Source: an optimization exercise on an open RTL-to-GDS flow (aim: small area and a short achievable clock period). Production flows keep margins and buffers that such runs may drop. Function not checked in this run: the RTL went through the layout flow alone.

$ cat flow/run.sh
#!/bin/bash
# The standard layout (standard synthesis, floorplan, place, CTS, route) with two changes:
# repair_timing is asked for a larger setup slack than 0 (flow/setup_margin.txt) so that it
# keeps shortening the critical path, and the port buffers that every input and output gets
# are sky130_fd_sc_hd__buf_1 (flow/port_buffer.txt) instead of the delay cell buffer_ports
# picks by default; repair_timing then sizes the ones on critical paths.
# Make's full output goes to make_finish.log; each tool's own log is under orfs/logs/.
set -euo pipefail
MARGIN=$(cat flow/setup_margin.txt)
PBUF=$(cat flow/port_buffer.txt)
bash standard.sh SETUP_SLACK_MARGIN=$MARGIN "BUFFER_PORTS_ARGS=-buffer_cell $PBUF" finish > make_finish.log 2>&1
$ cat flow/port_buffer.txt
sky130_fd_sc_hd__buf_1
$ cat flow/setup_margin.txt
10.2
$ cat standard.sh
#!/bin/bash
# synth_recipe.tcl (not shown) runs the flow's synth.tcl, then flattens the netlist and writes it again
# the make line also repeats each setting of config.mk as NAME=value (left out here)
make -C /OpenROAD-flow-scripts/flow DESIGN_CONFIG=/design/flow/config.mk WORK_HOME=/design/flow/orfs CLKGATE_MAP_FILE= SYNTH_SCRIPT=/design/flow/synth_recipe.tcl "${@:-finish}"
$ cat config.mk
export PLATFORM = sky130hd
export DESIGN_NAME = MAC
export DESIGN_NICKNAME = MAC
export VERILOG_FILES = /design/flow/design.v
export SDC_FILE = /design/flow/constraint.sdc
export NUM_CORES = 4
export LEC_CHECK = 0
export CAP_MARGIN = 20
export CORE_MARGIN = 2
export CORE_UTILIZATION = 40
export CTS_BUF_LIST = sky130_fd_sc_hd__clkbuf_2 sky130_fd_sc_hd__clkbuf_4 sky130_fd_sc_hd__clkbuf_8
export SLEW_MARGIN = 20
export SYNTH_HIERARCHICAL = 1
export SYNTH_MINIMUM_KEEP_SIZE = 0
$ cat constraint.sdc
create_clock -name core_clock -period 19.0 [get_ports {clk}]
set_input_delay 3.8000 -clock core_clock [delete_from_list [all_inputs] [get_ports {clk}]]
set_output_delay 3.8000 -clock core_clock [all_outputs]
set_load 0.01 [all_outputs]
$ cat design.v
module NOT16(a, y);
	input [15:0] a;
	output [15:0] y;
	assign y = ~a;
endmodule
module FA(A,B,C,sum, carry);
	input A,B,C;
	output sum,carry;
	assign sum = A^B^C;
	assign carry = (A&B) | (B&C) | (C&A);
endmodule
module HA(A,B,sum, carry);
	input A,B;
	output sum,carry;
	assign sum = A^B;
	assign carry = A&B;
endmodule
module MAC(A,B,out,clk,reset);
	input [15:0] A,B;
	input clk,reset;
	output [35:0] out;
	reg [35:0] acc;
	wire [35:0] nxt;
	always @(posedge clk or posedge reset)
	begin
		if(reset)
			acc <= 36'd0;
		else
			acc <= nxt;
	end
	assign out = acc;
	wire [255:0] pp;
	genvar gi;
	wire [15:0] An0, Bn0;
	NOT16 ina0(A, An0);
	NOT16 inb0(B, Bn0);
	wire [15:0] An1, Bn1;
	NOT16 ina1(A, An1);
	NOT16 inb1(B, Bn1);
	genvar gj;
	generate for (gi = 0; gi < 16; gi = gi + 1) begin : ppg
		for (gj = 0; gj < 16; gj = gj + 1) begin : ppc
			wire an, bn;
			assign an = (gi * 2 / 16 == 0) ? An0[gj] : An1[gj];
			assign bn = (gj * 2 / 16 == 0) ? Bn0[gi] : Bn1[gi];
			assign pp[16*gi+gj] = ~(an | bn);
		end
	end endgenerate
	wire hs1;
	wire hc2;
	wire fs3;
	wire fc4;
	wire hs5;
	wire hc6;
	wire fs7;
	wire fc8;
	wire fs9;
	wire fc10;
	wire hs11;
	wire hc12;
	wire fs13;
	wire fc14;
	wire fs15;
	wire fc16;
	wire fs17;
	wire fc18;
	wire hs19;
	wire hc20;
	wire fs21;
	wire fc22;
	wire fs23;
	wire fc24;
	wire fs25;
	wire fc26;
	wire fs27;
	wire fc28;
	wire hs29;
	wire hc30;
	wire fs31;
	wire fc32;
	wire fs33;
	wire fc34;
	wire fs35;
	wire fc36;
	wire fs37;
	wire fc38;
	wire fs39;
	wire fc40;
	wire hs41;
	wire hc42;
	wire fs43;
	wire fc44;
	wire fs45;
	wire fc46;
	wire fs47;
	wire fc48;
	wire fs49;
	wire fc50;
	wire fs51;
	wire fc52;
	wire fs53;
	wire fc54;
	wire hs55;
	wire hc56;
	wire fs57;
	wire fc58;
	wire fs59;
	wire fc60;
	wire fs61;
	wire fc62;
	wire fs63;
	wire fc64;
	wire fs65;
	wire fc66;
	wire fs67;
	wire fc68;
	wire fs69;
	wire fc70;
	wire hs71;
	wire hc72;
	wire fs73;
	wire fc74;
	wire fs75;
	wire fc76;
	wire fs77;
	wire fc78;
	wire fs79;
	wire fc80;
	wire fs81;
	wire fc82;
	wire fs83;
	wire fc84;
	wire fs85;
	wire fc86;
	wire fs87;
	wire fc88;
	wire hs89;
	wire hc90;
	wire fs91;
	wire fc92;
	wire fs93;
	wire fc94;
	wire fs95;
	wire fc96;
	wire fs97;
	wire fc98;
	wire fs99;
	wire fc100;
	wire fs101;
	wire fc102;
	wire fs103;
	wire fc104;
	wire fs105;
	wire fc106;
	wire fs107;
	wire fc108;
	wire hs109;
	wire hc110;
	wire fs111;
	wire fc112;
	wire fs113;
	wire fc114;
	wire fs115;
	wire fc116;
	wire fs117;
	wire fc118;
	wire fs119;
	wire fc120;
	wire fs121;
	wire fc122;
	wire fs123;
	wire fc124;
	wire fs125;
	wire fc126;
	wire fs127;
	wire fc128;
	wire fs129;
	wire fc130;
	wire hs131;
	wire hc132;
	wire fs133;
	wire fc134;
	wire fs135;
	wire fc136;
	wire fs137;
	wire fc138;
	wire fs139;
	wire fc140;
	wire fs141;
	wire fc142;
	wire fs143;
	wire fc144;
	wire fs145;
	wire fc146;
	wire fs147;
	wire fc148;
	wire fs149;
	wire fc150;
	wire fs151;
	wire fc152;
	wire fs153;
	wire fc154;
	wire hs155;
	wire hc156;
	wire fs157;
	wire fc158;
	wire fs159;
	wire fc160;
	wire fs161;
	wire fc162;
	wire fs163;
	wire fc164;
	wire fs165;
	wire fc166;
	wire fs167;
	wire fc168;
	wire fs169;
	wire fc170;
	wire fs171;
	wire fc172;
	wire fs173;
	wire fc174;
	wire fs175;
	wire fc176;
	wire fs177;
	wire fc178;
	wire fs179;
	wire fc180;
	wire hs181;
	wire hc182;
	wire fs183;
	wire fc184;
	wire fs185;
	wire fc186;
	wire fs187;
	wire fc188;
	wire fs189;
	wire fc190;
	wire fs191;
	wire fc192;
	wire fs193;
	wire fc194;
	wire fs195;
	wire fc196;
	wire fs197;
	wire fc198;
	wire fs199;
	wire fc200;
	wire fs201;
	wire fc202;
	wire fs203;
	wire fc204;
	wire fs205;
	wire fc206;
	wire fs207;
	wire fc208;
	wire hs209;
	wire hc210;
	wire fs211;
	wire fc212;
	wire fs213;
	wire fc214;
	wire fs215;
	wire fc216;
	wire fs217;
	wire fc218;
	wire fs219;
	wire fc220;
	wire fs221;
	wire fc222;
	wire fs223;
	wire fc224;
	wire fs225;
	wire fc226;
	wire fs227;
	wire fc228;
	wire fs229;
	wire fc230;
	wire fs231;
	wire fc232;
	wire fs233;
	wire fc234;
	wire fs235;
	wire fc236;
	wire fs237;
	wire fc238;
	wire hs239;
	wire hc240;
	wire fs241;
	wire fc242;
	wire fs243;
	wire fc244;
	wire fs245;
	wire fc246;
	wire fs247;
	wire fc248;
	wire fs249;
	wire fc250;
	wire fs251;
	wire fc252;
	wire fs253;
	wire fc254;
	wire fs255;
	wire fc256;
	wire fs257;
	wire fc258;
	wire fs259;
	wire fc260;
	wire fs261;
	wire fc262;
	wire fs263;
	wire fc264;
	wire fs265;
	wire fc266;
	wire fs267;
	wire fc268;
	wire hs269;
	wire hc270;
	wire fs271;
	wire fc272;
	wire fs273;
	wire fc274;
	wire fs275;
	wire fc276;
	wire fs277;
	wire fc278;
	wire fs279;
	wire fc280;
	wire fs281;
	wire fc282;
	wire fs283;
	wire fc284;
	wire fs285;
	wire fc286;
	wire fs287;
	wire fc288;
	wire fs289;
	wire fc290;
	wire fs291;
	wire fc292;
	wire fs293;
	wire fc294;
	wire fs295;
	wire fc296;
	wire fs297;
	wire fc298;
	wire fs299;
	wire fc300;
	wire fs301;
	wire fc302;
	wire fs303;
	wire fc304;
	wire fs305;
	wire fc306;
	wire fs307;
	wire fc308;
	wire fs309;
	wire fc310;
	wire fs311;
	wire fc312;
	wire fs313;
	wire fc314;
	wire fs315;
	wire fc316;
	wire fs317;
	wire fc318;
	wire fs319;
	wire fc320;
	wire fs321;
	wire fc322;
	wire fs323;
	wire fc324;
	wire fs325;
	wire fc326;
	wire fs327;
	wire fc328;
	wire fs329;
	wire fc330;
	wire fs331;
	wire fc332;
	wire fs333;
	wire fc334;
	wire fs335;
	wire fc336;
	wire fs337;
	wire fc338;
	wire fs339;
	wire fc340;
	wire fs341;
	wire fc342;
	wire fs343;
	wire fc344;
	wire fs345;
	wire fc346;
	wire fs347;
	wire fc348;
	wire fs349;
	wire fc350;
	wire fs351;
	wire fc352;
	wire fs353;
	wire fc354;
	wire fs355;
	wire fc356;
	wire fs357;
	wire fc358;
	wire fs359;
	wire fc360;
	wire fs361;
	wire fc362;
	wire fs363;
	wire fc364;
	wire fs365;
	wire fc366;
	wire fs367;
	wire fc368;
	wire fs369;
	wire fc370;
	wire fs371;
	wire fc372;
	wire fs373;
	wire fc374;
	wire fs375;
	wire fc376;
	wire fs377;
	wire fc378;
	wire fs379;
	wire fc380;
	wire fs381;
	wire fc382;
	wire fs383;
	wire fc384;
	wire fs385;
	wire fc386;
	wire fs387;
	wire fc388;
	wire fs389;
	wire fc390;
	wire fs391;
	wire fc392;
	wire fs393;
	wire fc394;
	wire fs395;
	wire fc396;
	wire fs397;
	wire fc398;
	wire fs399;
	wire fc400;
	wire fs401;
	wire fc402;
	wire fs403;
	wire fc404;
	wire fs405;
	wire fc406;
	wire fs407;
	wire fc408;
	wire fs409;
	wire fc410;
	wire fs411;
	wire fc412;
	wire fs413;
	wire fc414;
	wire fs415;
	wire fc416;
	wire fs417;
	wire fc418;
	wire fs419;
	wire fc420;
	wire fs421;
	wire fc422;
	wire fs423;
	wire fc424;
	wire fs425;
	wire fc426;
	wire fs427;
	wire fc428;
	wire fs429;
	wire fc430;
	wire fs431;
	wire fc432;
	wire fs433;
	wire fc434;
	wire fs435;
	wire fc436;
	wire fs437;
	wire fc438;
	wire fs439;
	wire fc440;
	wire fs441;
	wire fc442;
	wire fs443;
	wire fc444;
	wire fs445;
	wire fc446;
	wire fs447;
	wire fc448;
	wire fs449;
	wire fc450;
	wire fs451;
	wire fc452;
	wire fs453;
	wire fc454;
	wire fs455;
	wire fc456;
	wire fs457;
	wire fc458;
	wire fs459;
	wire fc460;
	wire fs461;
	wire fc462;
	wire fs463;
	wire fc464;
	wire fs465;
	wire fc466;
	wire fs467;
	wire fc468;
	wire fs469;
	wire fc470;
	wire fs471;
	wire fc472;
	wire fs473;
	wire fc474;
	wire fs475;
	wire fc476;
	wire fs477;
	wire fc478;
	wire fs479;
	wire fc480;
	wire g0_0;
	wire p0_0;
	wire g0_1;
	wire p0_1;
	wire g0_2;
	wire p0_2;
	wire g0_3;
	wire p0_3;
	wire g0_4;
	wire p0_4;
	wire g0_5;
	wire p0_5;
	wire g0_6;
	wire p0_6;
	wire g0_7;
	wire p0_7;
	wire g0_8;
	wire p0_8;
	wire g0_9;
	wire p0_9;
	wire g0_10;
	wire p0_10;
	wire g0_11;
	wire p0_11;
	wire g0_12;
	wire p0_12;
	wire g0_13;
	wire p0_13;
	wire g0_14;
	wire p0_14;
	wire g0_15;
	wire p0_15;
	wire g0_16;
	wire p0_16;
	wire g0_17;
	wire p0_17;
	wire g0_18;
	wire p0_18;
	wire g0_19;
	wire p0_19;
	wire g0_20;
	wire p0_20;
	wire g0_21;
	wire p0_21;
	wire g0_22;
	wire p0_22;
	wire g0_23;
	wire p0_23;
	wire g0_24;
	wire p0_24;
	wire g0_25;
	wire p0_25;
	wire g0_26;
	wire p0_26;
	wire g0_27;
	wire p0_27;
	wire g0_28;
	wire p0_28;
	wire g0_29;
	wire p0_29;
	wire g0_30;
	wire p0_30;
	wire g0_31;
	wire p0_31;
	wire g0_32;
	wire p0_32;
	wire g0_33;
	wire p0_33;
	wire g0_34;
	wire p0_34;
	wire g0_35;
	wire p0_35;
	wire G481;
	wire P481;
	wire G482;
	wire P482;
	wire G483;
	wire P483;
	wire G484;
	wire P484;
	wire G485;
	wire P485;
	wire G486;
	wire P486;
	wire G487;
	wire P487;
	wire G488;
	wire P488;
	wire G489;
	wire P489;
	wire G490;
	wire P490;
	wire G491;
	wire P491;
	wire G492;
	wire P492;
	wire G493;
	wire P493;
	wire G494;
	wire P494;
	wire G495;
	wire P495;
	wire G496;
	wire P496;
	wire G497;
	wire P497;
	wire G498;
	wire P498;
	wire G499;
	wire P499;
	wire G500;
	wire P500;
	wire G501;
	wire P501;
	wire G502;
	wire P502;
	wire G503;
	wire P503;
	wire G504;
	wire P504;
	wire G505;
	wire P505;
	wire G506;
	wire P506;
	wire G507;
	wire P507;
	wire G508;
	wire P508;
	wire G509;
	wire P509;
	wire G510;
	wire P510;
	wire G511;
	wire P511;
	wire G512;
	wire P512;
	wire G513;
	wire P513;
	wire G514;
	wire P514;
	wire G515;
	wire P515;
	wire G516;
	wire P516;
	wire G517;
	wire P517;
	wire G518;
	wire P518;
	wire G519;
	wire P519;
	wire G520;
	wire P520;
	wire G521;
	wire P521;
	wire G522;
	wire P522;
	wire G523;
	wire P523;
	wire G524;
	wire P524;
	wire G525;
	wire P525;
	wire G526;
	wire P526;
	wire G527;
	wire P527;
	wire G528;
	wire P528;
	wire G529;
	wire P529;
	wire G530;
	wire P530;
	wire G531;
	wire P531;
	wire G532;
	wire P532;
	wire G533;
	wire P533;
	wire G534;
	wire P534;
	wire G535;
	wire P535;
	wire G536;
	wire P536;
	wire G537;
	wire P537;
	wire G538;
	wire P538;
	wire G539;
	wire P539;
	wire G540;
	wire P540;
	wire G541;
	wire P541;
	wire G542;
	wire P542;
	wire G543;
	wire P543;
	wire G544;
	wire P544;
	wire G545;
	wire P545;
	wire G546;
	wire P546;
	wire G547;
	wire P547;
	wire G548;
	wire P548;
	wire G549;
	wire P549;
	wire G550;
	wire P550;
	wire G551;
	wire P551;
	wire G552;
	wire P552;
	wire G553;
	wire P553;
	wire G554;
	wire P554;
	wire G555;
	wire P555;
	wire G556;
	wire P556;
	wire G557;
	wire P557;
	wire G558;
	wire P558;
	wire G559;
	wire P559;
	wire G560;
	wire P560;
	HA h2(acc[1], pp[1], hs1, hc2);
	FA f4(acc[2], pp[2], pp[17], fs3, fc4);
	HA h6(pp[32], hc2, hs5, hc6);
	FA f8(acc[3], pp[3], pp[18], fs7, fc8);
	FA f10(pp[33], pp[48], fc4, fs9, fc10);
	HA h12(hc6, fs7, hs11, hc12);
	FA f14(acc[4], pp[4], pp[19], fs13, fc14);
	FA f16(pp[34], pp[49], pp[64], fs15, fc16);
	FA f18(fc8, fs13, fs15, fs17, fc18);
	HA h20(hc12, fc10, hs19, hc20);
	FA f22(acc[5], pp[5], pp[20], fs21, fc22);
	FA f24(pp[35], pp[50], pp[65], fs23, fc24);
	FA f26(pp[80], fc14, fc16, fs25, fc26);
	FA f28(fs21, fs23, fc18, fs27, fc28);
	HA h30(fs25, hc20, hs29, hc30);
	FA f32(acc[6], pp[6], pp[21], fs31, fc32);
	FA f34(pp[36], pp[51], pp[66], fs33, fc34);
	FA f36(pp[81], pp[96], fc22, fs35, fc36);
	FA f38(fc24, fs31, fs33, fs37, fc38);
	FA f40(fc26, fs35, fs37, fs39, fc40);
	HA h42(hc30, fc28, hs41, hc42);
	FA f44(acc[7], pp[7], pp[22], fs43, fc44);
	FA f46(pp[37], pp[52], pp[67], fs45, fc46);
	FA f48(pp[82], pp[97], pp[112], fs47, fc48);
	FA f50(fc32, fc34, fs43, fs49, fc50);
	FA f52(fs45, fs47, fc36, fs51, fc52);
	FA f54(fc38, fs49, fs51, fs53, fc54);
	HA h56(fc40, hc42, hs55, hc56);
	FA f58(acc[8], pp[8], pp[23], fs57, fc58);
	FA f60(pp[38], pp[53], pp[68], fs59, fc60);
	FA f62(pp[83], pp[98], pp[113], fs61, fc62);
	FA f64(pp[128], fc44, fc46, fs63, fc64);
	FA f66(fc48, fs57, fs59, fs65, fc66);
	FA f68(fs61, fc50, fs63, fs67, fc68);
	FA f70(fs65, fc52, fs67, fs69, fc70);
	HA h72(fc54, hc56, hs71, hc72);
	FA f74(acc[9], pp[9], pp[24], fs73, fc74);
	FA f76(pp[39], pp[54], pp[69], fs75, fc76);
	FA f78(pp[84], pp[99], pp[114], fs77, fc78);
	FA f80(pp[129], pp[144], fc58, fs79, fc80);
	FA f82(fc60, fc62, fs73, fs81, fc82);
	FA f84(fs75, fs77, fc64, fs83, fc84);
	FA f86(fc66, fs79, fs81, fs85, fc86);
	FA f88(fc68, fs83, fs85, fs87, fc88);
	HA h90(fc70, hc72, hs89, hc90);
	FA f92(acc[10], pp[10], pp[25], fs91, fc92);
	FA f94(pp[40], pp[55], pp[70], fs93, fc94);
	FA f96(pp[85], pp[100], pp[115], fs95, fc96);
	FA f98(pp[130], pp[145], pp[160], fs97, fc98);
	FA f100(fc74, fc76, fc78, fs99, fc100);
	FA f102(fs91, fs93, fs95, fs101, fc102);
	FA f104(fs97, fc80, fc82, fs103, fc104);
	FA f106(fs99, fs101, fc84, fs105, fc106);
	FA f108(fc86, fs103, fs105, fs107, fc108);
	HA h110(fc88, hc90, hs109, hc110);
	FA f112(acc[11], pp[11], pp[26], fs111, fc112);
	FA f114(pp[41], pp[56], pp[71], fs113, fc114);
	FA f116(pp[86], pp[101], pp[116], fs115, fc116);
	FA f118(pp[131], pp[146], pp[161], fs117, fc118);
	FA f120(pp[176], fc92, fc94, fs119, fc120);
	FA f122(fc96, fc98, fs111, fs121, fc122);
	FA f124(fs113, fs115, fs117, fs123, fc124);
	FA f126(fc100, fc102, fs119, fs125, fc126);
	FA f128(fs121, fs123, fc104, fs127, fc128);
	FA f130(fs125, fc106, fs127, fs129, fc130);
	HA h132(fc108, fs129, hs131, hc132);
	FA f134(acc[12], pp[12], pp[27], fs133, fc134);
	FA f136(pp[42], pp[57], pp[72], fs135, fc136);
	FA f138(pp[87], pp[102], pp[117], fs137, fc138);
	FA f140(pp[132], pp[147], pp[162], fs139, fc140);
	FA f142(pp[177], pp[192], fc112, fs141, fc142);
	FA f144(fc114, fc116, fc118, fs143, fc144);
	FA f146(fs133, fs135, fs137, fs145, fc146);
	FA f148(fs139, fc120, fc122, fs147, fc148);
	FA f150(fc124, fs141, fs143, fs149, fc150);
	FA f152(fs145, fc126, fs147, fs151, fc152);
	FA f154(fs149, fc128, fs151, fs153, fc154);
	HA h156(fc130, fs153, hs155, hc156);
	FA f158(acc[13], pp[13], pp[28], fs157, fc158);
	FA f160(pp[43], pp[58], pp[73], fs159, fc160);
	FA f162(pp[88], pp[103], pp[118], fs161, fc162);
	FA f164(pp[133], pp[148], pp[163], fs163, fc164);
	FA f166(pp[178], pp[193], pp[208], fs165, fc166);
	FA f168(fc134, fc136, fc138, fs167, fc168);
	FA f170(fc140, fs157, fs159, fs169, fc170);
	FA f172(fs161, fs163, fs165, fs171, fc172);
	FA f174(fc142, fc144, fc146, fs173, fc174);
	FA f176(fs167, fs169, fs171, fs175, fc176);
	FA f178(fc148, fc150, fs173, fs177, fc178);
	FA f180(fs175, fc152, fs177, fs179, fc180);
	HA h182(fc154, fs179, hs181, hc182);
	FA f184(acc[14], pp[14], pp[29], fs183, fc184);
	FA f186(pp[44], pp[59], pp[74], fs185, fc186);
	FA f188(pp[89], pp[104], pp[119], fs187, fc188);
	FA f190(pp[134], pp[149], pp[164], fs189, fc190);
	FA f192(pp[179], pp[194], pp[209], fs191, fc192);
	FA f194(pp[224], fc158, fc160, fs193, fc194);
	FA f196(fc162, fc164, fc166, fs195, fc196);
	FA f198(fs183, fs185, fs187, fs197, fc198);
	FA f200(fs189, fs191, fc168, fs199, fc200);
	FA f202(fc170, fc172, fs193, fs201, fc202);
	FA f204(fs195, fs197, fc174, fs203, fc204);
	FA f206(fs199, fc176, fs201, fs205, fc206);
	FA f208(fc178, fs203, fs205, fs207, fc208);
	HA h210(fc180, fs207, hs209, hc210);
	FA f212(acc[15], pp[15], pp[30], fs211, fc212);
	FA f214(pp[45], pp[60], pp[75], fs213, fc214);
	FA f216(pp[90], pp[105], pp[120], fs215, fc216);
	FA f218(pp[135], pp[150], pp[165], fs217, fc218);
	FA f220(pp[180], pp[195], pp[210], fs219, fc220);
	FA f222(pp[225], pp[240], fc184, fs221, fc222);
	FA f224(fc186, fc188, fc190, fs223, fc224);
	FA f226(fc192, fs211, fs213, fs225, fc226);
	FA f228(fs215, fs217, fs219, fs227, fc228);
	FA f230(fc194, fc196, fc198, fs229, fc230);
	FA f232(fs221, fs223, fs225, fs231, fc232);
	FA f234(fs227, fc200, fc202, fs233, fc234);
	FA f236(fs229, fs231, fc204, fs235, fc236);
	FA f238(fc206, fs233, fs235, fs237, fc238);
	HA h240(fc208, hc210, hs239, hc240);
	FA f242(acc[16], pp[31], pp[46], fs241, fc242);
	FA f244(pp[61], pp[76], pp[91], fs243, fc244);
	FA f246(pp[106], pp[121], pp[136], fs245, fc246);
	FA f248(pp[151], pp[166], pp[181], fs247, fc248);
	FA f250(pp[196], pp[211], pp[226], fs249, fc250);
	FA f252(pp[241], fc212, fc214, fs251, fc252);
	FA f254(fc216, fc218, fc220, fs253, fc254);
	FA f256(fs241, fs243, fs245, fs255, fc256);
	FA f258(fs247, fs249, fc222, fs257, fc258);
	FA f260(fc224, fc226, fc228, fs259, fc260);
	FA f262(fs251, fs253, fs255, fs261, fc262);
	FA f264(fc230, fs257, fc232, fs263, fc264);
	FA f266(fs259, fs261, fc234, fs265, fc266);
	FA f268(fs263, fc236, fs265, fs267, fc268);
	HA h270(fc238, fs267, hs269, hc270);
	FA f272(acc[17], pp[47], pp[62], fs271, fc272);
	FA f274(pp[77], pp[92], pp[107], fs273, fc274);
	FA f276(pp[122], pp[137], pp[152], fs275, fc276);
	FA f278(pp[167], pp[182], pp[197], fs277, fc278);
	FA f280(pp[212], pp[227], pp[242], fs279, fc280);
	FA f282(fc242, fc244, fc246, fs281, fc282);
	FA f284(fc248, fc250, fs271, fs283, fc284);
	FA f286(fs273, fs275, fs277, fs285, fc286);
	FA f288(fs279, fc252, fc254, fs287, fc288);
	FA f290(fc256, fs281, fs283, fs289, fc290);
	FA f292(fs285, fc258, fc260, fs291, fc292);
	FA f294(fs287, fc262, fs289, fs293, fc294);
	FA f296(fc264, fs291, fs293, fs295, fc296);
	FA f298(fc266, fs295, fc268, fs297, fc298);
	FA f300(acc[18], pp[63], pp[78], fs299, fc300);
	FA f302(pp[93], pp[108], pp[123], fs301, fc302);
	FA f304(pp[138], pp[153], pp[168], fs303, fc304);
	FA f306(pp[183], pp[198], pp[213], fs305, fc306);
	FA f308(pp[228], pp[243], fc272, fs307, fc308);
	FA f310(fc274, fc276, fc278, fs309, fc310);
	FA f312(fc280, fs299, fs301, fs311, fc312);
	FA f314(fs303, fs305, fc282, fs313, fc314);
	FA f316(fc284, fc286, fs307, fs315, fc316);
	FA f318(fs309, fs311, fc288, fs317, fc318);
	FA f320(fs313, fc290, fs315, fs319, fc320);
	FA f322(fc292, fs317, fc294, fs321, fc322);
	FA f324(fs319, fc296, fs321, fs323, fc324);
	FA f326(acc[19], pp[79], pp[94], fs325, fc326);
	FA f328(pp[109], pp[124], pp[139], fs327, fc328);
	FA f330(pp[154], pp[169], pp[184], fs329, fc330);
	FA f332(pp[199], pp[214], pp[229], fs331, fc332);
	FA f334(pp[244], fc300, fc302, fs333, fc334);
	FA f336(fc304, fc306, fs325, fs335, fc336);
	FA f338(fs327, fs329, fs331, fs337, fc338);
	FA f340(fc308, fc310, fc312, fs339, fc340);
	FA f342(fs333, fs335, fs337, fs341, fc342);
	FA f344(fc314, fc316, fs339, fs343, fc344);
	FA f346(fs341, fc318, fc320, fs345, fc346);
	FA f348(fs343, fc322, fs345, fs347, fc348);
	FA f350(acc[20], pp[95], pp[110], fs349, fc350);
	FA f352(pp[125], pp[140], pp[155], fs351, fc352);
	FA f354(pp[170], pp[185], pp[200], fs353, fc354);
	FA f356(pp[215], pp[230], pp[245], fs355, fc356);
	FA f358(fc326, fc328, fc330, fs357, fc358);
	FA f360(fc332, fs349, fs351, fs359, fc360);
	FA f362(fs353, fs355, fc334, fs361, fc362);
	FA f364(fc336, fc338, fs357, fs363, fc364);
	FA f366(fs359, fc340, fs361, fs365, fc366);
	FA f368(fc342, fs363, fc344, fs367, fc368);
	FA f370(fs365, fc346, fs367, fs369, fc370);
	FA f372(acc[21], pp[111], pp[126], fs371, fc372);
	FA f374(pp[141], pp[156], pp[171], fs373, fc374);
	FA f376(pp[186], pp[201], pp[216], fs375, fc376);
	FA f378(pp[231], pp[246], fc350, fs377, fc378);
	FA f380(fc352, fc354, fc356, fs379, fc380);
	FA f382(fs371, fs373, fs375, fs381, fc382);
	FA f384(fc358, fc360, fs377, fs383, fc384);
	FA f386(fs379, fs381, fc362, fs385, fc386);
	FA f388(fc364, fs383, fc366, fs387, fc388);
	FA f390(fs385, fc368, fs387, fs389, fc390);
	FA f392(acc[22], pp[127], pp[142], fs391, fc392);
	FA f394(pp[157], pp[172], pp[187], fs393, fc394);
	FA f396(pp[202], pp[217], pp[232], fs395, fc396);
	FA f398(pp[247], fc372, fc374, fs397, fc398);
	FA f400(fc376, fs391, fs393, fs399, fc400);
	FA f402(fs395, fc378, fc380, fs401, fc402);
	FA f404(fc382, fs397, fs399, fs403, fc404);
	FA f406(fc384, fs401, fs403, fs405, fc406);
	FA f408(fc386, fs405, fc388, fs407, fc408);
	FA f410(acc[23], pp[143], pp[158], fs409, fc410);
	FA f412(pp[173], pp[188], pp[203], fs411, fc412);
	FA f414(pp[218], pp[233], pp[248], fs413, fc414);
	FA f416(fc392, fc394, fc396, fs415, fc416);
	FA f418(fs409, fs411, fs413, fs417, fc418);
	FA f420(fc398, fc400, fs415, fs419, fc420);
	FA f422(fs417, fc402, fc404, fs421, fc422);
	FA f424(fs419, fc406, fs421, fs423, fc424);
	FA f426(acc[24], pp[159], pp[174], fs425, fc426);
	FA f428(pp[189], pp[204], pp[219], fs427, fc428);
	FA f430(pp[234], pp[249], fc410, fs429, fc430);
	FA f432(fc412, fc414, fs425, fs431, fc432);
	FA f434(fs427, fc416, fc418, fs433, fc434);
	FA f436(fs429, fs431, fc420, fs435, fc436);
	FA f438(fs433, fc422, fs435, fs437, fc438);
	FA f440(acc[25], pp[175], pp[190], fs439, fc440);
	FA f442(pp[205], pp[220], pp[235], fs441, fc442);
	FA f444(pp[250], fc426, fc428, fs443, fc444);
	FA f446(fs439, fs441, fc430, fs445, fc446);
	FA f448(fc432, fs443, fc434, fs447, fc448);
	FA f450(fs445, fc436, fs447, fs449, fc450);
	FA f452(acc[26], pp[191], pp[206], fs451, fc452);
	FA f454(pp[221], pp[236], pp[251], fs453, fc454);
	FA f456(fc440, fc442, fs451, fs455, fc456);
	FA f458(fs453, fc444, fs455, fs457, fc458);
	FA f460(fc446, fs457, fc448, fs459, fc460);
	FA f462(acc[27], pp[207], pp[222], fs461, fc462);
	FA f464(pp[237], pp[252], fc452, fs463, fc464);
	FA f466(fc454, fs461, fc456, fs465, fc466);
	FA f468(fs463, fc458, fs465, fs467, fc468);
	FA f470(acc[28], pp[223], pp[238], fs469, fc470);
	FA f472(pp[253], fc462, fs469, fs471, fc472);
	FA f474(fc464, fs471, fc466, fs473, fc474);
	FA f476(acc[29], pp[239], pp[254], fs475, fc476);
	FA f478(fc470, fs475, fc472, fs477, fc478);
	FA f480(acc[30], pp[255], fc476, fs479, fc480);
	wire [35:0] r0, r1;
	assign r0[0] = acc[0];
	assign r1[0] = pp[0];
	assign r0[1] = pp[16];
	assign r1[1] = hs1;
	assign r0[2] = fs3;
	assign r1[2] = hs5;
	assign r0[3] = hs11;
	assign r1[3] = fs9;
	assign r0[4] = fs17;
	assign r1[4] = hs19;
	assign r0[5] = hs29;
	assign r1[5] = fs27;
	assign r0[6] = fs39;
	assign r1[6] = hs41;
	assign r0[7] = fs53;
	assign r1[7] = hs55;
	assign r0[8] = fs69;
	assign r1[8] = hs71;
	assign r0[9] = fs87;
	assign r1[9] = hs89;
	assign r0[10] = fs107;
	assign r1[10] = hs109;
	assign r0[11] = hc110;
	assign r1[11] = hs131;
	assign r0[12] = hc132;
	assign r1[12] = hs155;
	assign r0[13] = hc156;
	assign r1[13] = hs181;
	assign r0[14] = hc182;
	assign r1[14] = hs209;
	assign r0[15] = fs237;
	assign r1[15] = hs239;
	assign r0[16] = hc240;
	assign r1[16] = hs269;
	assign r0[17] = hc270;
	assign r1[17] = fs297;
	assign r0[18] = fs323;
	assign r1[18] = fc298;
	assign r0[19] = fc324;
	assign r1[19] = fs347;
	assign r0[20] = fc348;
	assign r1[20] = fs369;
	assign r0[21] = fc370;
	assign r1[21] = fs389;
	assign r0[22] = fc390;
	assign r1[22] = fs407;
	assign r0[23] = fs423;
	assign r1[23] = fc408;
	assign r0[24] = fc424;
	assign r1[24] = fs437;
	assign r0[25] = fc438;
	assign r1[25] = fs449;
	assign r0[26] = fc450;
	assign r1[26] = fs459;
	assign r0[27] = fs467;
	assign r1[27] = fc460;
	assign r0[28] = fc468;
	assign r1[28] = fs473;
	assign r0[29] = fs477;
	assign r1[29] = fc474;
	assign r0[30] = fs479;
	assign r1[30] = fc478;
	assign r0[31] = acc[31];
	assign r1[31] = fc480;
	assign r0[32] = acc[32];
	assign r1[32] = 1'b0;
	assign r0[33] = acc[33];
	assign r1[33] = 1'b0;
	assign r0[34] = acc[34];
	assign r1[34] = 1'b0;
	assign r0[35] = acc[35];
	assign r1[35] = 1'b0;
	assign g0_0 = r0[0] & r1[0];
	assign p0_0 = r0[0] ^ r1[0];
	assign g0_1 = r0[1] & r1[1];
	assign p0_1 = r0[1] ^ r1[1];
	assign g0_2 = r0[2] & r1[2];
	assign p0_2 = r0[2] ^ r1[2];
	assign g0_3 = r0[3] & r1[3];
	assign p0_3 = r0[3] ^ r1[3];
	assign g0_4 = r0[4] & r1[4];
	assign p0_4 = r0[4] ^ r1[4];
	assign g0_5 = r0[5] & r1[5];
	assign p0_5 = r0[5] ^ r1[5];
	assign g0_6 = r0[6] & r1[6];
	assign p0_6 = r0[6] ^ r1[6];
	assign g0_7 = r0[7] & r1[7];
	assign p0_7 = r0[7] ^ r1[7];
	assign g0_8 = r0[8] & r1[8];
	assign p0_8 = r0[8] ^ r1[8];
	assign g0_9 = r0[9] & r1[9];
	assign p0_9 = r0[9] ^ r1[9];
	assign g0_10 = r0[10] & r1[10];
	assign p0_10 = r0[10] ^ r1[10];
	assign g0_11 = r0[11] & r1[11];
	assign p0_11 = r0[11] ^ r1[11];
	assign g0_12 = r0[12] & r1[12];
	assign p0_12 = r0[12] ^ r1[12];
	assign g0_13 = r0[13] & r1[13];
	assign p0_13 = r0[13] ^ r1[13];
	assign g0_14 = r0[14] & r1[14];
	assign p0_14 = r0[14] ^ r1[14];
	assign g0_15 = r0[15] & r1[15];
	assign p0_15 = r0[15] ^ r1[15];
	assign g0_16 = r0[16] & r1[16];
	assign p0_16 = r0[16] ^ r1[16];
	assign g0_17 = r0[17] & r1[17];
	assign p0_17 = r0[17] ^ r1[17];
	assign g0_18 = r0[18] & r1[18];
	assign p0_18 = r0[18] ^ r1[18];
	assign g0_19 = r0[19] & r1[19];
	assign p0_19 = r0[19] ^ r1[19];
	assign g0_20 = r0[20] & r1[20];
	assign p0_20 = r0[20] ^ r1[20];
	assign g0_21 = r0[21] & r1[21];
	assign p0_21 = r0[21] ^ r1[21];
	assign g0_22 = r0[22] & r1[22];
	assign p0_22 = r0[22] ^ r1[22];
	assign g0_23 = r0[23] & r1[23];
	assign p0_23 = r0[23] ^ r1[23];
	assign g0_24 = r0[24] & r1[24];
	assign p0_24 = r0[24] ^ r1[24];
	assign g0_25 = r0[25] & r1[25];
	assign p0_25 = r0[25] ^ r1[25];
	assign g0_26 = r0[26] & r1[26];
	assign p0_26 = r0[26] ^ r1[26];
	assign g0_27 = r0[27] & r1[27];
	assign p0_27 = r0[27] ^ r1[27];
	assign g0_28 = r0[28] & r1[28];
	assign p0_28 = r0[28] ^ r1[28];
	assign g0_29 = r0[29] & r1[29];
	assign p0_29 = r0[29] ^ r1[29];
	assign g0_30 = r0[30] & r1[30];
	assign p0_30 = r0[30] ^ r1[30];
	assign g0_31 = r0[31] & r1[31];
	assign p0_31 = r0[31] ^ r1[31];
	assign g0_32 = r0[32] & r1[32];
	assign p0_32 = r0[32] ^ r1[32];
	assign g0_33 = r0[33] & r1[33];
	assign p0_33 = r0[33] ^ r1[33];
	assign g0_34 = r0[34] & r1[34];
	assign p0_34 = r0[34] ^ r1[34];
	assign g0_35 = r0[35] & r1[35];
	assign p0_35 = r0[35] ^ r1[35];
	assign G481 = g0_1 | (p0_1 & g0_0);
	assign P481 = p0_1 & p0_0;
	assign G482 = g0_2 | (p0_2 & G481);
	assign P482 = p0_2 & P481;
	assign G483 = g0_3 | (p0_3 & G482);
	assign P483 = p0_3 & P482;
	assign G484 = g0_4 | (p0_4 & G483);
	assign P484 = p0_4 & P483;
	assign G485 = g0_5 | (p0_5 & G484);
	assign P485 = p0_5 & P484;
	assign G486 = g0_6 | (p0_6 & G485);
	assign P486 = p0_6 & P485;
	assign G487 = g0_8 | (p0_8 & g0_7);
	assign P487 = p0_8 & p0_7;
	assign G488 = g0_10 | (p0_10 & g0_9);
	assign P488 = p0_10 & p0_9;
	assign G489 = g0_12 | (p0_12 & g0_11);
	assign P489 = p0_12 & p0_11;
	assign G490 = g0_14 | (p0_14 & g0_13);
	assign P490 = p0_14 & p0_13;
	assign G491 = g0_16 | (p0_16 & g0_15);
	assign P491 = p0_16 & p0_15;
	assign G492 = g0_18 | (p0_18 & g0_17);
	assign P492 = p0_18 & p0_17;
	assign G493 = g0_20 | (p0_20 & g0_19);
	assign P493 = p0_20 & p0_19;
	assign G494 = g0_22 | (p0_22 & g0_21);
	assign P494 = p0_22 & p0_21;
	assign G495 = g0_24 | (p0_24 & g0_23);
	assign P495 = p0_24 & p0_23;
	assign G496 = g0_26 | (p0_26 & g0_25);
	assign P496 = p0_26 & p0_25;
	assign G497 = g0_28 | (p0_28 & g0_27);
	assign P497 = p0_28 & p0_27;
	assign G498 = g0_30 | (p0_30 & g0_29);
	assign P498 = p0_30 & p0_29;
	assign G499 = g0_32 | (p0_32 & g0_31);
	assign P499 = p0_32 & p0_31;
	assign G500 = g0_34 | (p0_34 & g0_33);
	assign P500 = p0_34 & p0_33;
	assign G501 = g0_7 | (p0_7 & G486);
	assign P501 = p0_7 & P486;
	assign G502 = G487 | (P487 & G486);
	assign P502 = P487 & P486;
	assign G503 = g0_11 | (p0_11 & G488);
	assign P503 = p0_11 & P488;
	assign G504 = G489 | (P489 & G488);
	assign P504 = P489 & P488;
	assign G505 = g0_15 | (p0_15 & G490);
	assign P505 = p0_15 & P490;
	assign G506 = G491 | (P491 & G490);
	assign P506 = P491 & P490;
	assign G507 = g0_19 | (p0_19 & G492);
	assign P507 = p0_19 & P492;
	assign G508 = G493 | (P493 & G492);
	assign P508 = P493 & P492;
	assign G509 = g0_23 | (p0_23 & G494);
	assign P509 = p0_23 & P494;
	assign G510 = G495 | (P495 & G494);
	assign P510 = P495 & P494;
	assign G511 = g0_27 | (p0_27 & G496);
	assign P511 = p0_27 & P496;
	assign G512 = G497 | (P497 & G496);
	assign P512 = P497 & P496;
	assign G513 = g0_31 | (p0_31 & G498);
	assign P513 = p0_31 & P498;
	assign G514 = G499 | (P499 & G498);
	assign P514 = P499 & P498;
	assign G515 = g0_35 | (p0_35 & G500);
	assign P515 = p0_35 & P500;
	assign G516 = g0_9 | (p0_9 & G502);
	assign P516 = p0_9 & P502;
	assign G517 = G488 | (P488 & G502);
	assign P517 = P488 & P502;
	assign G518 = G503 | (P503 & G502);
	assign P518 = P503 & P502;
	assign G519 = G504 | (P504 & G502);
	assign P519 = P504 & P502;
	assign G520 = g0_17 | (p0_17 & G506);
	assign P520 = p0_17 & P506;
	assign G521 = G492 | (P492 & G506);
	assign P521 = P492 & P506;
	assign G522 = G507 | (P507 & G506);
	assign P522 = P507 & P506;
	assign G523 = G508 | (P508 & G506);
	assign P523 = P508 & P506;
	assign G524 = g0_25 | (p0_25 & G510);
	assign P524 = p0_25 & P510;
	assign G525 = G496 | (P496 & G510);
	assign P525 = P496 & P510;
	assign G526 = G511 | (P511 & G510);
	assign P526 = P511 & P510;
	assign G527 = G512 | (P512 & G510);
	assign P527 = P512 & P510;
	assign G528 = g0_33 | (p0_33 & G514);
	assign P528 = p0_33 & P514;
	assign G529 = G500 | (P500 & G514);
	assign P529 = P500 & P514;
	assign G530 = G515 | (P515 & G514);
	assign P530 = P515 & P514;
	assign G531 = g0_13 | (p0_13 & G519);
	assign P531 = p0_13 & P519;
	assign G532 = G490 | (P490 & G519);
	assign P532 = P490 & P519;
	assign G533 = G505 | (P505 & G519);
	assign P533 = P505 & P519;
	assign G534 = G506 | (P506 & G519);
	assign P534 = P506 & P519;
	assign G535 = G520 | (P520 & G519);
	assign P535 = P520 & P519;
	assign G536 = G521 | (P521 & G519);
	assign P536 = P521 & P519;
	assign G537 = G522 | (P522 & G519);
	assign P537 = P522 & P519;
	assign G538 = G523 | (P523 & G519);
	assign P538 = P523 & P519;
	assign G539 = g0_29 | (p0_29 & G527);
	assign P539 = p0_29 & P527;
	assign G540 = G498 | (P498 & G527);
	assign P540 = P498 & P527;
	assign G541 = G513 | (P513 & G527);
	assign P541 = P513 & P527;
	assign G542 = G514 | (P514 & G527);
	assign P542 = P514 & P527;
	assign G543 = G528 | (P528 & G527);
	assign P543 = P528 & P527;
	assign G544 = G529 | (P529 & G527);
	assign P544 = P529 & P527;
	assign G545 = G530 | (P530 & G527);
	assign P545 = P530 & P527;
	assign G546 = g0_21 | (p0_21 & G538);
	assign P546 = p0_21 & P538;
	assign G547 = G494 | (P494 & G538);
	assign P547 = P494 & P538;
	assign G548 = G509 | (P509 & G538);
	assign P548 = P509 & P538;
	assign G549 = G510 | (P510 & G538);
	assign P549 = P510 & P538;
	assign G550 = G524 | (P524 & G538);
	assign P550 = P524 & P538;
	assign G551 = G525 | (P525 & G538);
	assign P551 = P525 & P538;
	assign G552 = G526 | (P526 & G538);
	assign P552 = P526 & P538;
	assign G553 = G527 | (P527 & G538);
	assign P553 = P527 & P538;
	assign G554 = G539 | (P539 & G538);
	assign P554 = P539 & P538;
	assign G555 = G540 | (P540 & G538);
	assign P555 = P540 & P538;
	assign G556 = G541 | (P541 & G538);
	assign P556 = P541 & P538;
	assign G557 = G542 | (P542 & G538);
	assign P557 = P542 & P538;
	assign G558 = G543 | (P543 & G538);
	assign P558 = P543 & P538;
	assign G559 = G544 | (P544 & G538);
	assign P559 = P544 & P538;
	assign G560 = G545 | (P545 & G538);
	assign P560 = P545 & P538;
	assign nxt[0] = p0_0;
	assign nxt[1] = p0_1 ^ g0_0;
	assign nxt[2] = p0_2 ^ G481;
	assign nxt[3] = p0_3 ^ G482;
	assign nxt[4] = p0_4 ^ G483;
	assign nxt[5] = p0_5 ^ G484;
	assign nxt[6] = p0_6 ^ G485;
	assign nxt[7] = p0_7 ^ G486;
	assign nxt[8] = p0_8 ^ G501;
	assign nxt[9] = p0_9 ^ G502;
	assign nxt[10] = p0_10 ^ G516;
	assign nxt[11] = p0_11 ^ G517;
	assign nxt[12] = p0_12 ^ G518;
	assign nxt[13] = p0_13 ^ G519;
	assign nxt[14] = p0_14 ^ G531;
	assign nxt[15] = p0_15 ^ G532;
	assign nxt[16] = p0_16 ^ G533;
	assign nxt[17] = p0_17 ^ G534;
	assign nxt[18] = p0_18 ^ G535;
	assign nxt[19] = p0_19 ^ G536;
	assign nxt[20] = p0_20 ^ G537;
	assign nxt[21] = p0_21 ^ G538;
	assign nxt[22] = p0_22 ^ G546;
	assign nxt[23] = p0_23 ^ G547;
	assign nxt[24] = p0_24 ^ G548;
	assign nxt[25] = p0_25 ^ G549;
	assign nxt[26] = p0_26 ^ G550;
	assign nxt[27] = p0_27 ^ G551;
	assign nxt[28] = p0_28 ^ G552;
	assign nxt[29] = p0_29 ^ G553;
	assign nxt[30] = p0_30 ^ G554;
	assign nxt[31] = p0_31 ^ G555;
	assign nxt[32] = p0_32 ^ G556;
	assign nxt[33] = p0_33 ^ G557;
	assign nxt[34] = p0_34 ^ G558;
	assign nxt[35] = p0_35 ^ G559;
endmodule
==> impl_metrics.csv <==
group,metric,value,unit
finish,instances_no_fill,1154,
clocking,cts_max_level,2,
sta,finalHoldViolations,0,
route,wl,21.73,mm
sta,final_max_slew_viol_count,0,
finish,nNetsFinal,1188,
logic_synthesis,muxShareOfSynthArea,0.1186,%
place,dpl.hpwl,18.29,mm
logic_synthesis,ys_async_sr_fraction,100.0,%
place,dp.cells,1116,
sta,fin_crit_sh,45.76,%
sta,setup_viol,0,
global_route,grt_pass1_vias,6757,
clocking,cts_tree,"built",
route,drt_iter0_drc,331,
floorplanning,fp.dieW,149.3,um
setup_path,rr_startpoint,"acc[17]",
logic_synthesis,yosysWarnings,7,
sta,rsz0062_at_grt,"no",
global_route,groute.usage.overall,21.11,%
clocking,cts_made_buffers,5,
hold_path,hold_depth,1,
logic_synthesis,synth_compound_area_share,3.987,%
hold_path,worstHoldPathType,"register to register",
route,ant_nets,0,
floorplanning,design.die.area,0.02228,sq mm
hold_path,min-delay-start,"acc[35]",
logic_synthesis,yosysSeqAreaShare,10.67,%
sta,tightestPinTransition,0.8582,ns
place,place_ws,9.465,ns
setup_path,critPathMaxFanout,6,
outcome,outcome,"finished clean",
logic_synthesis,synth_top_area_cell,"fa_1",
logic_synthesis,netlist_top_cells_count,"nor2_1, fa_1, inv_1",
clocking,clock_latency,0.32,ns
route,route.detailed.drc,0,
clocking,clockBufferDepth,2,
global_route,grt_pass1_wl,35.84,mm
setup_path,reg2regPathDepth,14,
logic_synthesis,yosysMostFrequentCell,"nor2_1",
place,io_buffer_count,69,
logic_synthesis,ys_seq_elements,36,
setup_path,cp_num_buf_inv,3,
logic_synthesis,yosys.area_share.simple,14.08,%
logic_synthesis,synth_ff_type,"dfrtp_1",
global_route,antenna_found_initial,0,
logic_synthesis,synth_top_area_share,55.49,%
logic_synthesis,synth_top_family_by_area,"adder cells",
route,dr.pass1.iters,5,
clocking,clkSlewWorstSetupHoldPaths,0.09,ns
logic_synthesis,yosys-top-cells-area,"fa_1, nor2_1, dfrtp_1",
floorplanning,io_pins,70,
global_route,grt_max_degree,37,
sta,fin_worst_skew,0.01726,ns
sta,fmax,0.1150,GHz
clocking,clock_sinks,36,
clocking,root_buffer,"clkbuf_8",
sta,slew_headroom,42.71,%
floorplanning,coreArea,0.02089,sq mm
logic_synthesis,syn_area,0.008442,sq mm
global_route,grt_overflow_total,0,
floorplanning,rows,53,
finish,registers.top_by_ff_count,"acc",
sta,finalCriticalPeriod,8.694,ns
logic_synthesis,synth.avg_cell_area,10.05,sq um
logic_synthesis,synth_edf_count,0,
floorplanning,start_util,40.41,%
setup_path,endpoint_kind,"register",
logic_synthesis,syn_nets,1150,
logic_synthesis,synth_cell_types,43,
setup_path,path_cells,"buf_1 -> inv_2 -> buf_6 -> nor2_1 -> fa_1 -> fa_1 -> fa_1 -> fa_1 -> fa_1 -> fa_2 -> ha_4 -> and3_1 -> nand4_1 -> a211oi_2 -> or4b_4 -> a21o_1 -> a21oi_2 -> xnor2_2",
setup_path,crit_type,"input pin to register",
logic_synthesis,synthCells,840,
logic_synthesis,synthAdderAreaFrac,61.72,%
setup_path,crit_arrival,8.93,ns
finish,top_regs,"acc: 36 flops",
finish,drive_above_1_share,17.63,%
floorplanning,fp.dieH,149.3,um
finish,largest_reg_flops,36,
route,via_count,5944,
sta,setup_tns,0,ns
setup_path,cp-start-kind,"input pin",
clocking,hold_buffers,0,
finish,synthToLayoutAreaGrowth,10.94,%
setup_path,rr_endpoint,"acc[26]",
sta,fin_ws,10.31,ns
place,gp_congestion,0.8759,
route,post_drt_wl_per_cell,18.83,um
setup_path,r2r_slack,13.64,ns
hold_path,holdPathEnd,"acc[35]",
setup_path,critical_path.top_delay_family,"adder cells",
finish,final_core_util,44.83,%
logic_synthesis,yosys.area_share.xor_xnor,2.179,%
finish,antenna_cells,0,
job,cap_violations,0,
setup_path,path_common_cell,"fa_1",
setup_path,cpPeakStageDelay,0.58,ns
route,viasPerCell,5.151,
setup_path,crit_required,19.23,ns
setup_path,slowest_stage,"or4b_4",
per-stage QoR:
stage	area [sq um]	hold slack (ns)
after detailed placement	8787	0.4717
final	9365	0.4842
after global placement	8787	0.4637
after CTS	8960	0.4920
after global routing	9365	0.4994
after floorplan	8482	0.4477
layout make-up:
class / count / area, sq um
Clock buffer: 6 / 76.32
Clock inverter: 2 / 35.03
Fill cell: 2000 / 11520
Inverter: 91 / 401.6
Multi-Input combinational cell: 645 / 7098
Sequential cell: 36 / 900.9
Tap cell: 275 / 344.1
Timing Repair Buffer: 99 / 509.2
how the worst max path moves through the flow:
| stage | start | endpoint | cells after the start |
|---|---|---|---|
| global route | A[4] | acc[26] | 18 |
| global placement | B[5] | acc[34] | 18 |
| floorplan | B[0] | acc[26] | 18 |
| CTS | B[5] | acc[26] | 18 |
| detailed placement | B[5] | acc[33] | 17 |
| finish | A[4] | acc[26] | 18 |
cells in the final DEF, fill, tap and decap left out, drive strengths merged, types with 2 or more instances in the layout:
| cell type | n |
|---|---|
| dfrtp | 36 |
| buf | 83 |
| clkinv | 3 |
| a31oi | 3 |
| o311ai | 2 |
| a21oi | 17 |
| o21a | 2 |
| and3 | 8 |
| nor3 | 3 |
| nand2 | 7 |
| clkbuf | 22 |
| inv | 87 |
| o21ai | 7 |
| o211ai | 2 |
| nand2b | 2 |
| xor2 | 6 |
| a211oi | 2 |
| clkinvlp | 2 |
| nand3 | 4 |
| ha | 42 |
| fa | 234 |
| nor2 | 264 |
| nand4 | 3 |
| a21o | 5 |
| xnor2 | 15 |
per-module statistics from Yosys, one instance, submodules excluded:
module,times used,cell area [sq um],cells
MAC,1,3517,536
NOT16,4,60.06,16
HA,16,12.51,1
FA,224,20.02,1
metal layers:
metal	vias to the layer above	track usage, %	wire length [um]	part of all wire (%)
li1	2599	-	-	-
met1	3107	29.25	9557	44
met2	212	33.64	10440	48
met3	26	5.015	1424	6.6
met4	0	5.524	304	1.4
met5	-	0	0	0
what timing repair did:
action | CTS | global route
endpoints found under the hold margin | 0 | 0
setup buffers | 4 | 26
endpoints found under the setup margin | 11 | 11
pin swaps | 1 | 17
gates resized for setup | 39 | 94
cells by family (layout without fill, tap and decap cells):
kind of cell             count (synthesis)  after routing
XOR/XNOR                                21             21
AND/OR/NAND/NOR                        297            297
adder cells (fa/ha/maj)                276            276
AO/OA/AOI/OAI                           50             50
multiplexers                             1              1
buffers and inverters                  159            198
flip-flops                              36             36

port drivers added, routing unchanged:
How much do the figures lean on ideal ports? The routed layout below was timed once more, with nothing changed but the port constraints. Step 1 sets driving cells, clkbuf_16 on the clock port and buf_2 on the other inputs (assumed; they add their load-dependent delay and slew). Step 2 times the ports against the registers' clock, not the clock port: input delays grow and output delays shrink by t, the midpoint of the rising clock arrivals with the driver on. Three values: ideal ports, drivers, drivers and shift; two values: the first two.
t, ns: 0.340
slack for setup (ns): 10.306 / 10.311 / 9.972
worst hold slack (ns): 0.484 / 0.484 / 0.484
cell pins on the clock port's net: 1
After both steps setup and hold are still met in this run. For this run, drivers alone change the setup slack by +0.005 ns; drivers and shift together by -0.334 ns.
